This is an optimization exercise on Yosys and OpenROAD, whose aim is small area, a short achievable clock period and few clock cycles per item, not a production implementation.
The RTL was checked by simulation tests, not by an equivalence proof against the original design.

### flow/design.v
module multiplier(opA, opB, op_en, clk, rst, res, add, sub, done);
    input [31:0] opA, opB;
    input op_en, clk, rst;
    output [63:0] res;
    output reg [4:0] add, sub;
    output reg done;
    reg [31:0] X, Y;                  
    reg [1:0] cnt;                    
    reg [4:0] neg, one, two;          
    reg [63:0] r;                     
    reg first;                        
    reg cp;                           
    wire fA1 = (&opA[31:9] | ~|opA[31:9]);
    wire fA2 = (&opA[31:19] | ~|opA[31:19]);
    wire fA3 = (&opA[31:29] | ~|opA[31:29]);
    wire fB1 = (&opB[31:9] | ~|opB[31:9]);
    wire fB2 = (&opB[31:19] | ~|opB[31:19]);
    wire fB3 = (&opB[31:29] | ~|opB[31:29]);
    wire sw = (fA1 & ~fB1) | (fA2 & ~fB2) | (fA3 & ~fB3);
    wire fM1 = fA1 | fB1;
    wire fM2 = fA2 | fB2;
    wire fM3 = fA3 | fB3;
    reg [1:0] start;
    reg [10:0] wA, wB;
    always @(*) begin
        start = 2'd0;
        wA = {opA[9], opA[8], opA[7], opA[6], opA[5], opA[4], opA[3], opA[2], opA[1], opA[0], 1'b0};
        wB = {opB[9], opB[8], opB[7], opB[6], opB[5], opB[4], opB[3], opB[2], opB[1], opB[0], 1'b0};
        if (!fM1) begin start = 2'd1; wA = {opA[19], opA[18], opA[17], opA[16], opA[15], opA[14], opA[13], opA[12], opA[11], opA[10], opA[9]}; wB = {opB[19], opB[18], opB[17], opB[16], opB[15], opB[14], opB[13], opB[12], opB[11], opB[10], opB[9]}; end
        if (!fM2) begin start = 2'd2; wA = {opA[29], opA[28], opA[27], opA[26], opA[25], opA[24], opA[23], opA[22], opA[21], opA[20], opA[19]}; wB = {opB[29], opB[28], opB[27], opB[26], opB[25], opB[24], opB[23], opB[22], opB[21], opB[20], opB[19]}; end
        if (!fM3) begin start = 2'd3; wA = {opA[31], opA[31], opA[31], opA[31], opA[31], opA[31], opA[31], opA[31], opA[31], opA[30], opA[29]}; wB = {opB[31], opB[31], opB[31], opB[31], opB[31], opB[31], opB[31], opB[31], opB[31], opB[30], opB[29]}; end
    end
    function [14:0] enc;
        input [10:0] w;
        integer r;
        reg b0, b1, b2;
        begin
            for (r = 0; r < 5; r = r + 1) begin
                b0 = w[2*r]; b1 = w[2*r+1]; b2 = w[2*r+2];
                enc[r]       = b2 & ~(b1 & b0);
                enc[5 + r]   = b1 ^ b0;
                enc[10 + r] = (b2 & ~b1 & ~b0) | (~b2 & b1 & b0);
            end
        end
    endfunction
    reg [10:0] wn;
    always @(*) begin
        wn = {Y[9], Y[8], Y[7], Y[6], Y[5], Y[4], Y[3], Y[2], Y[1], Y[0], 1'b0};
        case (cnt)
            2'd2: wn = {Y[19], Y[18], Y[17], Y[16], Y[15], Y[14], Y[13], Y[12], Y[11], Y[10], Y[9]};
            2'd3: wn = {Y[29], Y[28], Y[27], Y[26], Y[25], Y[24], Y[23], Y[22], Y[21], Y[20], Y[19]};
            default: ;
        endcase
    end
    wire [33:0] m0 = ({34{two[0]}} & {X[31], X, 1'b0}) | ({34{one[0]}} & {{2{X[31]}}, X});
    wire [33:0] q0 = m0 ^ {34{neg[0]}};
    wire [33:0] u0 = {~q0[33], q0[32:0]};
    wire [33:0] m1 = ({34{two[1]}} & {X[31], X, 1'b0}) | ({34{one[1]}} & {{2{X[31]}}, X});
    wire [33:0] q1 = m1 ^ {34{neg[1]}};
    wire [33:0] u1 = {~q1[33], q1[32:0]};
    wire [33:0] m2 = ({34{two[2]}} & {X[31], X, 1'b0}) | ({34{one[2]}} & {{2{X[31]}}, X});
    wire [33:0] q2 = m2 ^ {34{neg[2]}};
    wire [33:0] u2 = {~q2[33], q2[32:0]};
    wire [33:0] m3 = ({34{two[3]}} & {X[31], X, 1'b0}) | ({34{one[3]}} & {{2{X[31]}}, X});
    wire [33:0] q3 = m3 ^ {34{neg[3]}};
    wire [33:0] u3 = {~q3[33], q3[32:0]};
    wire [33:0] m4 = ({34{two[4]}} & {X[31], X, 1'b0}) | ({34{one[4]}} & {{2{X[31]}}, X});
    wire [33:0] q4 = m4 ^ {34{neg[4]}};
    wire [33:0] u4 = {~q4[33], q4[32:0]};
    reg [63:0] ra;
    always @(*) begin
        ra = r;
        if (first) begin
            case (cnt)
                2'd0: ra = 64'hffffffff40000000;
                2'd1: ra = 64'hffffffff3fd00000;
                2'd2: ra = 64'hffffffff3fcff400;
                2'd3: ra = 64'hffffffff3fcff3fd;
                default: ra = 64'hffffffff40000000;
            endcase
        end
    end
    wire ts1, tc2; assign {tc2, ts1} = ra[23] + u0[33];
    wire ts3, tc4; assign {tc4, ts3} = ra[24] + u1[32];
    wire ts5, tc6; assign {tc6, ts5} = neg[3] + u0[6];
    wire ts7, tc8; assign {tc8, ts7} = u0[7] + u1[5];
    wire ts9, tc10; assign {tc10, ts9} = neg[4] + u0[8] + u1[6];
    wire ts11, tc12; assign {tc12, ts11} = u2[4] + u3[2];
    wire ts13, tc14; assign {tc14, ts13} = u0[9] + u1[7] + u2[5];
    wire ts15, tc16; assign {tc16, ts15} = u3[3] + u4[1];
    wire ts17, tc18; assign {tc18, ts17} = ra[0] + u0[10] + u1[8];
    wire ts19, tc20; assign {tc20, ts19} = u2[6] + u3[4] + u4[2];
    wire ts21, tc22; assign {tc22, ts21} = ra[1] + u0[11] + u1[9];
    wire ts23, tc24; assign {tc24, ts23} = u2[7] + u3[5] + u4[3];
    wire ts25, tc26; assign {tc26, ts25} = ra[2] + u0[12] + u1[10];
    wire ts27, tc28; assign {tc28, ts27} = u2[8] + u3[6] + u4[4];
    wire ts29, tc30; assign {tc30, ts29} = ra[3] + u0[13] + u1[11];
    wire ts31, tc32; assign {tc32, ts31} = u2[9] + u3[7] + u4[5];
    wire ts33, tc34; assign {tc34, ts33} = ra[4] + u0[14] + u1[12];
    wire ts35, tc36; assign {tc36, ts35} = u2[10] + u3[8] + u4[6];
    wire ts37, tc38; assign {tc38, ts37} = ra[5] + u0[15] + u1[13];
    wire ts39, tc40; assign {tc40, ts39} = u2[11] + u3[9] + u4[7];
    wire ts41, tc42; assign {tc42, ts41} = ra[6] + u0[16] + u1[14];
    wire ts43, tc44; assign {tc44, ts43} = u2[12] + u3[10] + u4[8];
    wire ts45, tc46; assign {tc46, ts45} = ra[7] + u0[17] + u1[15];
    wire ts47, tc48; assign {tc48, ts47} = u2[13] + u3[11] + u4[9];
    wire ts49, tc50; assign {tc50, ts49} = ra[8] + u0[18] + u1[16];
    wire ts51, tc52; assign {tc52, ts51} = u2[14] + u3[12] + u4[10];
    wire ts53, tc54; assign {tc54, ts53} = ra[9] + u0[19] + u1[17];
    wire ts55, tc56; assign {tc56, ts55} = u2[15] + u3[13] + u4[11];
    wire ts57, tc58; assign {tc58, ts57} = ra[10] + u0[20] + u1[18];
    wire ts59, tc60; assign {tc60, ts59} = u2[16] + u3[14] + u4[12];
    wire ts61, tc62; assign {tc62, ts61} = ra[11] + u0[21] + u1[19];
    wire ts63, tc64; assign {tc64, ts63} = u2[17] + u3[15] + u4[13];
    wire ts65, tc66; assign {tc66, ts65} = ra[12] + u0[22] + u1[20];
    wire ts67, tc68; assign {tc68, ts67} = u2[18] + u3[16] + u4[14];
    wire ts69, tc70; assign {tc70, ts69} = ra[13] + u0[23] + u1[21];
    wire ts71, tc72; assign {tc72, ts71} = u2[19] + u3[17] + u4[15];
    wire ts73, tc74; assign {tc74, ts73} = ra[14] + u0[24] + u1[22];
    wire ts75, tc76; assign {tc76, ts75} = u2[20] + u3[18] + u4[16];
    wire ts77, tc78; assign {tc78, ts77} = ra[15] + u0[25] + u1[23];
    wire ts79, tc80; assign {tc80, ts79} = u2[21] + u3[19] + u4[17];
    wire ts81, tc82; assign {tc82, ts81} = ra[16] + u0[26] + u1[24];
    wire ts83, tc84; assign {tc84, ts83} = u2[22] + u3[20] + u4[18];
    wire ts85, tc86; assign {tc86, ts85} = ra[17] + u0[27] + u1[25];
    wire ts87, tc88; assign {tc88, ts87} = u2[23] + u3[21] + u4[19];
    wire ts89, tc90; assign {tc90, ts89} = ra[18] + u0[28] + u1[26];
    wire ts91, tc92; assign {tc92, ts91} = u2[24] + u3[22] + u4[20];
    wire ts93, tc94; assign {tc94, ts93} = ra[19] + u0[29] + u1[27];
    wire ts95, tc96; assign {tc96, ts95} = u2[25] + u3[23] + u4[21];
    wire ts97, tc98; assign {tc98, ts97} = ra[20] + u0[30] + u1[28];
    wire ts99, tc100; assign {tc100, ts99} = u2[26] + u3[24] + u4[22];
    wire ts101, tc102; assign {tc102, ts101} = ra[21] + u0[31] + u1[29];
    wire ts103, tc104; assign {tc104, ts103} = u2[27] + u3[25] + u4[23];
    wire ts105, tc106; assign {tc106, ts105} = ra[22] + u0[32] + u1[30];
    wire ts107, tc108; assign {tc108, ts107} = u2[28] + u3[26] + u4[24];
    wire ts109, tc110; assign {tc110, ts109} = u1[31] + u2[29] + u3[27];
    wire ts111, tc112; assign {tc112, ts111} = u4[25] + 1'b1 + ts1;
    wire ts113, tc114; assign {tc114, ts113} = u2[30] + u3[28] + u4[26];
    wire ts115, tc116; assign {tc116, ts115} = 1'b1 + tc2 + ts3;
    wire ts117, tc118; assign {tc118, ts117} = ra[25] + u1[33] + u2[31];
    wire ts119, tc120; assign {tc120, ts119} = u3[29] + u4[27] + tc4;
    wire ts121, tc122; assign {tc122, ts121} = ra[26] + u2[32] + u3[30];
    wire ts123, tc124; assign {tc124, ts123} = u4[28] + 1'b1;
    wire ts125, tc126; assign {tc126, ts125} = ra[27] + u2[33] + u3[31];
    wire ts127, tc128; assign {tc128, ts127} = ra[28] + u3[32];
    wire ts129, tc130; assign {tc130, ts129} = neg[2] + u0[4];
    wire ts131, tc132; assign {tc132, ts131} = u0[5] + u1[3];
    wire ts133, tc134; assign {tc134, ts133} = u1[4] + u2[2] + u3[0];
    wire ts135, tc136; assign {tc136, ts135} = u2[3] + u3[1] + tc6;
    wire ts137, tc138; assign {tc138, ts137} = u4[0] + tc8 + ts9;
    wire ts139, tc140; assign {tc140, ts139} = tc10 + tc12 + ts13;
    wire ts141, tc142; assign {tc142, ts141} = tc14 + tc16 + ts17;
    wire ts143, tc144; assign {tc144, ts143} = tc18 + tc20 + ts21;
    wire ts145, tc146; assign {tc146, ts145} = tc22 + tc24 + ts25;
    wire ts147, tc148; assign {tc148, ts147} = tc26 + tc28 + ts29;
    wire ts149, tc150; assign {tc150, ts149} = tc30 + tc32 + ts33;
    wire ts151, tc152; assign {tc152, ts151} = tc34 + tc36 + ts37;
    wire ts153, tc154; assign {tc154, ts153} = tc38 + tc40 + ts41;
    wire ts155, tc156; assign {tc156, ts155} = tc42 + tc44 + ts45;
    wire ts157, tc158; assign {tc158, ts157} = tc46 + tc48 + ts49;
    wire ts159, tc160; assign {tc160, ts159} = tc50 + tc52 + ts53;
    wire ts161, tc162; assign {tc162, ts161} = tc54 + tc56 + ts57;
    wire ts163, tc164; assign {tc164, ts163} = tc58 + tc60 + ts61;
    wire ts165, tc166; assign {tc166, ts165} = tc62 + tc64 + ts65;
    wire ts167, tc168; assign {tc168, ts167} = tc66 + tc68 + ts69;
    wire ts169, tc170; assign {tc170, ts169} = tc70 + tc72 + ts73;
    wire ts171, tc172; assign {tc172, ts171} = tc74 + tc76 + ts77;
    wire ts173, tc174; assign {tc174, ts173} = tc78 + tc80 + ts81;
    wire ts175, tc176; assign {tc176, ts175} = tc82 + tc84 + ts85;
    wire ts177, tc178; assign {tc178, ts177} = tc86 + tc88 + ts89;
    wire ts179, tc180; assign {tc180, ts179} = tc90 + tc92 + ts93;
    wire ts181, tc182; assign {tc182, ts181} = tc94 + tc96 + ts97;
    wire ts183, tc184; assign {tc184, ts183} = tc98 + tc100 + ts101;
    wire ts185, tc186; assign {tc186, ts185} = tc102 + tc104 + ts105;
    wire ts187, tc188; assign {tc188, ts187} = tc106 + tc108 + ts109;
    wire ts189, tc190; assign {tc190, ts189} = tc110 + tc112 + ts113;
    wire ts191, tc192; assign {tc192, ts191} = tc114 + tc116 + ts117;
    wire ts193, tc194; assign {tc194, ts193} = tc118 + tc120 + ts121;
    wire ts195, tc196; assign {tc196, ts195} = u4[29] + tc122 + tc124;
    wire ts197, tc198; assign {tc198, ts197} = u4[30] + 1'b1 + tc126;
    wire ts199, tc200; assign {tc200, ts199} = ra[29] + u3[33] + u4[31];
    wire ts201, tc202; assign {tc202, ts201} = neg[1] + u0[2];
    wire ts203, tc204; assign {tc204, ts203} = u0[3] + u1[1];
    wire ts205, tc206; assign {tc206, ts205} = u1[2] + u2[0] + ts129;
    wire ts207, tc208; assign {tc208, ts207} = u2[1] + tc130 + ts131;
    wire ts209, tc210; assign {tc210, ts209} = ts5 + tc132 + ts133;
    wire ts211, tc212; assign {tc212, ts211} = ts7 + tc134 + ts135;
    wire ts213, tc214; assign {tc214, ts213} = ts11 + tc136 + ts137;
    wire ts215, tc216; assign {tc216, ts215} = ts15 + tc138 + ts139;
    wire ts217, tc218; assign {tc218, ts217} = ts19 + tc140 + ts141;
    wire ts219, tc220; assign {tc220, ts219} = ts23 + tc142 + ts143;
    wire ts221, tc222; assign {tc222, ts221} = ts27 + tc144 + ts145;
    wire ts223, tc224; assign {tc224, ts223} = ts31 + tc146 + ts147;
    wire ts225, tc226; assign {tc226, ts225} = ts35 + tc148 + ts149;
    wire ts227, tc228; assign {tc228, ts227} = ts39 + tc150 + ts151;
    wire ts229, tc230; assign {tc230, ts229} = ts43 + tc152 + ts153;
    wire ts231, tc232; assign {tc232, ts231} = ts47 + tc154 + ts155;
    wire ts233, tc234; assign {tc234, ts233} = ts51 + tc156 + ts157;
    wire ts235, tc236; assign {tc236, ts235} = ts55 + tc158 + ts159;
    wire ts237, tc238; assign {tc238, ts237} = ts59 + tc160 + ts161;
    wire ts239, tc240; assign {tc240, ts239} = ts63 + tc162 + ts163;
    wire ts241, tc242; assign {tc242, ts241} = ts67 + tc164 + ts165;
    wire ts243, tc244; assign {tc244, ts243} = ts71 + tc166 + ts167;
    wire ts245, tc246; assign {tc246, ts245} = ts75 + tc168 + ts169;
    wire ts247, tc248; assign {tc248, ts247} = ts79 + tc170 + ts171;
    wire ts249, tc250; assign {tc250, ts249} = ts83 + tc172 + ts173;
    wire ts251, tc252; assign {tc252, ts251} = ts87 + tc174 + ts175;
    wire ts253, tc254; assign {tc254, ts253} = ts91 + tc176 + ts177;
    wire ts255, tc256; assign {tc256, ts255} = ts95 + tc178 + ts179;
    wire ts257, tc258; assign {tc258, ts257} = ts99 + tc180 + ts181;
    wire ts259, tc260; assign {tc260, ts259} = ts103 + tc182 + ts183;
    wire ts261, tc262; assign {tc262, ts261} = ts107 + tc184 + ts185;
    wire ts263, tc264; assign {tc264, ts263} = ts111 + tc186 + ts187;
    wire ts265, tc266; assign {tc266, ts265} = ts115 + tc188 + ts189;
    wire ts267, tc268; assign {tc268, ts267} = ts119 + tc190 + ts191;
    wire ts269, tc270; assign {tc270, ts269} = ts123 + tc192 + ts193;
    wire ts271, tc272; assign {tc272, ts271} = ts125 + tc194 + ts195;
    wire ts273, tc274; assign {tc274, ts273} = ts127 + tc196 + ts197;
    wire ts275, tc276; assign {tc276, ts275} = tc128 + tc198 + ts199;
    wire ts277, tc278; assign {tc278, ts277} = ra[30] + u4[32] + tc200;
    wire ts279, tc280; assign {tc280, ts279} = ra[31] + u4[33];
    wire [42:0] rs = {tc280, tc278, tc276, tc274, tc272, tc270, tc268, tc266, tc264, tc262, tc260, tc258, tc256, tc254, tc252, tc250, tc248, tc246, tc244, tc242, tc240, tc238, tc236, tc234, tc232, tc230, tc228, tc226, tc224, tc222, tc220, tc218, tc216, tc214, tc212, tc210, tc208, tc206, tc204, tc202, u1[0], u0[1], neg[0]};
    wire [42:0] rc = {1'b0, ts279, ts277, ts275, ts273, ts271, ts269, ts267, ts265, ts263, ts261, ts259, ts257, ts255, ts253, ts251, ts249, ts247, ts245, ts243, ts241, ts239, ts237, ts235, ts233, ts231, ts229, ts227, ts225, ts223, ts221, ts219, ts217, ts215, ts213, ts211, ts209, ts207, ts205, ts203, ts201, 1'b0, u0[0]};
    wire [42:0] low = rs + rc;
    wire [21:0] hin = {ra[53:42] + cp, ra[41:32]};
    assign res = {r[63:42] + cp, r[41:0]};
    wire [31:0] B = opB;
    wire [31:0] rise = B & ~{B[30:0], 1'b0};
    wire [15:0] pr;
    genvar j;
    generate for (j = 0; j < 16; j = j + 1) begin : pair
        assign pr[j] = rise[2*j] | rise[2*j+1];
    end endgenerate
    wire ps281, pc282; assign {pc282, ps281} = pr[0] + pr[1] + pr[2];
    wire ps283, pc284; assign {pc284, ps283} = pr[3] + pr[4];
    wire ps285, pc286; assign {pc286, ps285} = pr[5] + pr[6] + pr[7];
    wire ps287, pc288; assign {pc288, ps287} = pr[8] + pr[9] + pr[10];
    wire ps289, pc290; assign {pc290, ps289} = pr[11] + pr[12] + pr[13];
    wire ps291, pc292; assign {pc292, ps291} = pr[14] + pr[15];
    wire ps293, pc294; assign {pc294, ps293} = ps281 + ps283 + ps285;
    wire ps295, pc296; assign {pc296, ps295} = pc282 + pc284 + pc286;
    wire ps297, pc298; assign {pc298, ps297} = pc288 + pc290;
    wire ps299, pc300; assign {pc300, ps299} = ps287 + ps289;
    wire ps301, pc302; assign {pc302, ps301} = pc292 + pc294 + ps295;
    wire ps303, pc304; assign {pc304, ps303} = ps291 + ps293;
    wire ps305, pc306; assign {pc306, ps305} = ps297 + pc300 + ps301;
    wire ps307, pc308; assign {pc308, ps307} = pc296 + pc298 + pc302;
    wire [4:0] ps = {1'b0, pc308, pc306, pc304, ps299};
    wire [4:0] pc = {1'b0, 1'b0, ps307, ps305, ps303};
    wire [4:0] m31 = {5{B[31]}};
    wire [4:0] as = ps ^ pc ^ m31;
    wire [4:0] ac = ((ps & pc) | (ps & m31) | (pc & m31)) << 1;
    always @(posedge clk) begin
        if (op_en) begin
            sub <= ps + pc;
            add <= as + ac;
        end
        if (op_en) {two, one, neg} <= enc(sw ? wA : wB);
        else {two, one, neg} <= enc(wn);
        if (op_en) cnt <= start;
        else cnt <= cnt - 1'b1;
        if (rst) begin
            done <= 1'b1;
        end else if (op_en) begin
            done <= 1'b0;
            X <= sw ? opB : opA;
            Y <= sw ? opA : opB;
            first <= 1'b1;
            cp <= 1'b0;
        end else if (!done) begin
            r <= {hin, low[41:0]};
            first <= 1'b0;
            cp <= low[42];
            if (cnt == 0) done <= 1'b1;
        end
    end
endmodule
### flow/run.sh
#!/bin/bash
# synth_recipe.tcl (not shown) runs the flow's synth.tcl, then flattens the netlist and writes it again
# the make line also repeats each setting of config.mk as NAME=value (left out here)
make -C /OpenROAD-flow-scripts/flow DESIGN_CONFIG=/design/flow/config.mk WORK_HOME=/design/flow/orfs CLKGATE_MAP_FILE= SYNTH_SCRIPT=/design/flow/synth_recipe.tcl finish
### flow/config.mk
export PLATFORM = sky130hd
export DESIGN_NAME = multiplier
export DESIGN_NICKNAME = multiplier
export VERILOG_FILES = /design/flow/design.v
export SDC_FILE = /design/flow/constraint.sdc
export NUM_CORES = 4
export LEC_CHECK = 0
export CAP_MARGIN = 20
export CORE_MARGIN = 2
export CORE_UTILIZATION = 60
export CTS_CLUSTER_SIZE = 30
export PLACE_DENSITY = 0.7
export SETUP_SLACK_MARGIN = 5
export SLEW_MARGIN = 20
export TNS_END_PERCENT = 0
### flow/constraint.sdc
create_clock -name core_clock -period 8.0 [get_ports {clk}]
set_input_delay 1.6000 -clock core_clock [delete_from_list [all_inputs] [get_ports {clk}]]
set_output_delay 1.6000 -clock core_clock [all_outputs]
set_load 0.01 [all_outputs]
==> flow_summary.toml <==
[clock_network]
cts_tree = "yes"
clk_path_buf_depth = 2
clock-sinks = 156
cts_buffers = 17
cts.clk_slew.worst_paths_ns = 0.06
htreeDepth = 4
clock_latency_ns = 0.46
cts-root-buf = "clkbuf_16"

[drt]
wirelength_um = 56000
drt_iter0_drc = 2114
wl_per_cell_um = 23.5
firstDrtPassIters = 7
ant_nets = 0
via_per_inst = 6.47
vias = 15400
route.detailed.drc = 0

[sta]
hold_viol = 0
worst_pin_slew_ns = 0.897
fmax_mhz = 198
max_slew_margin = 0.402
period_share = 0.632
post-route-min-period_ns = 5.06
fin_setup_tns_ns = 0
final_max_slew_viol_count = 0
rsz0062_at_grt = "true"
finClkSkew_ns = 0.0215
setup_viol = 0

[critical_path]
critPathRequiredTime_ns = 8.20
max_stage_delay_ns = 0.50
path_buf_inv = 3
crit_top_cell = "fa_1"
worstPathCellList = "clkinvlp_4 -> buf_6 -> a21oi_2 -> fa_1 -> fa_1 -> fa_1 -> inv_1 -> ha_4 -> a21o_1 -> a21o_1 -> a21oi_2 -> o2111ai_2 -> a311o_1 -> o211ai_1 -> nand2b_1 -> a31oi_2 -> xnor2_1"
critical_path.top_delay_family = "compound AO/OA/AOI/OAI gates"
cp_max_fo = 6
startpoint = "first"
rr_startpoint = "first"
crit_type = "flip-flop to flip-flop"
endpoint_kind = "flip-flop"
crit_arrival_ns = 5.26
start_kind = "flip-flop"
slowest_stage = "fa_1"

[die]
top_level_ports = 142
design.core.area_mm2 = 0.0286
initial_utilization = 0.606
dieWidth_um = 174
die_area_mm2 = 0.0303
fp.dieH_um = 174
rows = 62

[worst_hold_path]
hold_start = "cnt[0]"
hold_path.class = "flip-flop to flip-flop"

[synthesis]
synth_area_mm2 = 0.0173
syn_avg_cell_area_um2 = 9.26
syn-num-nets = 2166
synth_edf_count = 138
yosysUniqueCellTypes = 77
synthFlopType = "edfxtp_1"
synthArstFlopShare = 0
ys_warn_count = 1
postSynthCellCount = 1873
yosysSeqAreaShare = 0.260
ys_seq_elements = 156

[global_routing]
grt_pass1_vias = 14500
grt_max_degree = 65
grt_util_all_layers = 0.347
grt-ovfl-total = 0
grt_pass1_wl_um = 80600
antenna_found_initial = 1

[finish]
postLayoutCoreUtil = 0.730
fin_area_mm2 = 0.0209
final_common_cell = "nand2_1"
layout-drive-gt1-share = 0.175
final_cell_mix = "nand2_1 (228), xor2_1 (164), a22oi_1 (155)"
synthToLayoutAreaGrowth_pct = 20.4
fillCellCount = 1946
finish.net_count = 2276

[outcome]
status = "complete, no violations"

[flow_run]
cap_violations = 0

[placement]
port_buffers = 141
dpl.hpwl_um = 39100
placed_cell_area_mm2 = 0.0186
gp_congestion = 0.979
-- metal layers --
| layer | part of all wire | wire length (µm) | vias up | GRT usage |
|---|---|---|---|---|
| li1 | - | - | 6709 | - |
| met1 | 0.38 | 21100 | 7441 | 0.444 |
| met2 | 0.48 | 26600 | 1052 | 0.578 |
| met3 | 0.10 | 5820 | 198 | 0.0772 |
| met4 | 0.044 | 2450 | 0 | 0.134 |
| met5 | 0 | 0 | - | 0 |
-- stage by stage --
stage / std cells / setup WS (ns) / hold slack (ns)
2_1_floorplan: 1873 / 2.68 / 0.454
4_1_cts: 2309 / 2.88 / 0.491
5_1_grt: 2380 / 2.79 / 0.520
3_3_place_gp: 2243 / 1.80 / 0.468
3_5_place_dp: 2243 / 1.81 / 0.498
6_report: 2381 / 2.94 / 0.498
-- flip-flops by register name (all words and copies together) (netlist names), 2 cells and up --
name,count
X,32
Y,30
add,5
cnt,2
neg,5
one,5
r,64
sub,5
two,5
-- path summary, 6_finish.rpt --
path,slack [ns],cells after the start,to
max,2.94,17,r[33]
min reg2reg,0.50,1,cnt[0]
min,0.50,1,cnt[0]
max reg2reg,2.94,17,r[33]
-- synth_stat cells (22+ instances only) --
| master | instances | area [µm²] |
|---|---|---|
| a21oi_1 | 87 | 435 |
| ha_1 | 88 | 1100 |
| mux2i_1 | 22 | 220 |
| clkbuf_1 | 110 | 413 |
| o21ai_0 | 54 | 270 |
| nor2_1 | 53 | 199 |
| inv_1 | 162 | 608 |
| edfxtp_1 | 138 | 4140 |
| xnor2_1 | 64 | 561 |
| buf_4 | 45 | 338 |
| nand2_1 | 229 | 860 |
| a21o_1 | 30 | 225 |
| nand3_1 | 25 | 125 |
| fa_1 | 138 | 2760 |
| xor2_1 | 164 | 1440 |
| nand4_1 | 27 | 169 |
| a22oi_1 | 164 | 1230 |
-- timing repair --
item	4_1_cts	5_1_grt
resized for setup	149	152
endpoints found under the setup margin	243	311
buffers inserted	31	67
gates cloned	3	4
pin swaps	18	76
hold buffers	0	0
-- kinds of logic (layout without fill, tap and decap cells) --
logic type,count (synthesis),in the layout,share of synthesized area
and+or+nand+nor,451,452,0.123
buffers and inverters,340,462,0.0837
DFF,156,156,0.260
AOI/OAI and AO/OA,439,439,0.176
adders and majority gates,226,226,0.223
muxes,33,33,0.0203
other,0,1,0
xor gates and xnor gates,228,228,0.115
-- layout make-up --
class | instances | area, µm² | share of cell area
Clock buffer | 17 | 425 | 0.0204
Clock inverter | 15 | 139 | 0.00665
Timing Repair inverter | 1 | 7.51 | 0.000359
Timing Repair Buffer | 266 | 2610 | 0.125
Tap cell | 384 | 480 | 0.0230
Multi-Input combinational cell | 1378 | 12100 | 0.578
Sequential cell | 156 | 4540 | 0.218
Inverter | 163 | 621 | 0.0297
Antenna cell | 1 | 2.50 | 0.000120
Testbench counts, summed over its fixed seeds: cycles 4,370, ops 1,600.

-- separate check: timing with driven ports --
No port has a modelled driver above. Below, the same layout with a new extraction and two added sets of constraints. Step 1 sets driving cells, clkbuf_16 on the clock port and buf_2 on the other inputs (assumed; they add their load-dependent delay and slew). Step 2 adds t to the input delays and takes it off the output delays; t is the mean of the earliest and latest rising clock arrival at the registers after step 1. Input paths then give back, and output paths get back, about the clock's delay inside the block. Three values: ideal, step 1, step 2; two values: the first two.
t (ns): 0.504
slack for setup (ns): 2.941 / 2.941 / 2.491
pins driven straight from the clock port: 1
After both steps this run still meets setup and hold. The setup slack of this run moves by 0.000 ns with the drivers and by -0.450 ns with both steps.
